From an optimization exercise on the open Yosys and OpenROAD flow, aimed at small area and a short achievable clock period; shortcuts taken in it are not production practice.
The RTL was checked by simulation tests, not by an equivalence proof against the original design.
No activity file was given, so power comes from the tool's default toggle rates.

== v6 ==
Design Axi4SharedSdramCtrl, start of the top module:
module Axi4SharedSdramCtrl (
  input               io_axi_arw_valid,
  output              io_axi_arw_ready,
  input      [22:0]   io_axi_arw_payload_addr,
  input      [3:0]    io_axi_arw_payload_id,
  input      [7:0]    io_axi_arw_payload_len,
  input      [2:0]    io_axi_arw_payload_size,
  input      [1:0]    io_axi_arw_payload_burst,
  input               io_axi_arw_payload_write,
  input               io_axi_w_valid,
  output              io_axi_w_ready,
  input      [31:0]   io_axi_w_payload_data,
  input      [3:0]    io_axi_w_payload_strb,
  input               io_axi_w_payload_last,
  output              io_axi_b_valid,
  input               io_axi_b_ready,
  output     [3:0]    io_axi_b_payload_id,
  output     [1:0]    io_axi_b_payload_resp,
  output              io_axi_r_valid,
  input               io_axi_r_ready,
  output     [31:0]   io_axi_r_payload_data,
  output     [3:0]    io_axi_r_payload_id,
  output     [1:0]    io_axi_r_payload_resp,
  output              io_axi_r_payload_last,
  output     [10:0]   io_sdram_ADDR,
  output     [1:0]    io_sdram_BA,
  input      [31:0]   io_sdram_DQ_read,
  output     [31:0]   io_sdram_DQ_write,
  output     [31:0]   io_sdram_DQ_writeEnable,
  output     [3:0]    io_sdram_DQM,
  output              io_sdram_CASn,
  output              io_sdram_CKE,
  output              io_sdram_CSn,
  output              io_sdram_RASn,
  output              io_sdram_WEn,
  input               io_axiClk,
  input               resetCtrl_axiReset
);
Size in the first run: roughly 1300 cells after synthesis, about 250 I/O pins, about 0.017 mm2 of cells after synthesis.
==> flow/config.mk <==
export PLATFORM = sky130hd
export DESIGN_NAME = Axi4SharedSdramCtrl
export DESIGN_NICKNAME = Axi4SharedSdramCtrl
export VERILOG_FILES = /design/flow/design.v
export SDC_FILE = /design/flow/constraint.sdc
export NUM_CORES = 4
export LEC_CHECK = 0
export CAP_MARGIN = 20
export CORE_MARGIN = 2
export CORE_UTILIZATION = 55
export CTS_BUF_LIST = sky130_fd_sc_hd__clkbuf_16
export CTS_CLUSTER_DIAMETER = 100
export CTS_CLUSTER_SIZE = 30
export SETUP_SLACK_MARGIN = 5
export SLEW_MARGIN = 20
==> flow/constraint.sdc <==
create_clock -name core_clock -period 10.0 [get_ports {io_axiClk}]
set_input_delay 2.0000 -clock core_clock [delete_from_list [all_inputs] [get_ports {io_axiClk}]]
set_output_delay 2.0000 -clock core_clock [all_outputs]
set_load 0.01 [all_outputs]
standard.sh (not shown) runs the stock make flow with config.mk's settings and CLKGATE_MAP_FILE= SYNTH_SCRIPT=/design/flow/synth_recipe.tcl, a recipe that flattens the netlist after the stock synthesis.
==> flow/flow/run.sh <==
#!/bin/bash
# Standard ORFS layout (the standard.sh), with the port buffers inserted
# as the smallest plain buffer instead of the default delay-buffer cell;
# repair_design / repair_timing then size them as the paths need.
set -euo pipefail
bash standard.sh "BUFFER_PORTS_ARGS=-buffer_cell sky130_fd_sc_hd__buf_1" finish > standard_make.log 2>&1
#### Input delta (v7 over v6)
Settings: a deleted SETUP_SLACK_MARGIN that had been 5.
==> flow/flow/run.sh <==
#!/bin/bash
# Standard ORFS layout (the standard.sh) with two changes:
#  - port buffers are inserted as the smallest plain buffer instead of the
#    default delay-buffer cell; repair_design / repair_timing then size them;
#  - clock tree synthesis without dummy load cells.
set -euo pipefail
bash standard.sh \
  "BUFFER_PORTS_ARGS=-buffer_cell sky130_fd_sc_hd__buf_1" \
  "CTS_ARGS=-sink_clustering_enable -repair_clock_nets -sink_clustering_size 30 -sink_clustering_max_diameter 100 -buf_list sky130_fd_sc_hd__clkbuf_16 -dont_use_dummy_load" \
  finish > standard_make.log 2>&1
Notes after the runs:
Period utilization: v7 higher than v6. v7 drops fewer vias than v6. Looking at fraction of final layout cells sized beyond drive strength 1 across v6 and v7, the one that comes out higher is v6. v7 ended with more worst IR drop on VDD than v6. v6 has higher remaining max-slew budget at the tightest pin than v7. Summary of v7 over v6: clock-pin transition on the worst setup and hold timing paths held steady, share of final layout cell area taken by clock buffers and inverters moved down, part of the total power dissipated in sequential elements rose by 1.0 points, antenna diode count lower, final wirelength -about 1.2%. Relative to v6, the total power measured on v7 has decreased slightly.

[re-timing with driven ports]
The results above use ideal ports. As a check the final layouts listed here were re-extracted and re-timed, cells and wires unchanged. Step 1, drivers: a clkbuf_16 drives io_axiClk and a buf_2 each remaining input, both assumed. Step 2 adds t to the input delays and takes it off the output delays; t is the mean of the earliest and latest rising clock arrival at the registers after step 1. Input paths then give back, and output paths get back, about the clock's delay inside the block. Slacks: ideal ports / drivers / drivers and shift; pairs: ideal ports / drivers.
run	t, ns	setup slack, ns	cell pins on the clock port's net
v6	0.572	4.361 / 4.322 / 4.322	1
v7	0.546	3.938 / 3.909 / 3.909	1
After both steps every run listed still meets setup and hold. The setup slack of v6, which loses most, moves by -0.039 ns with the drivers and by -0.039 ns with both steps.
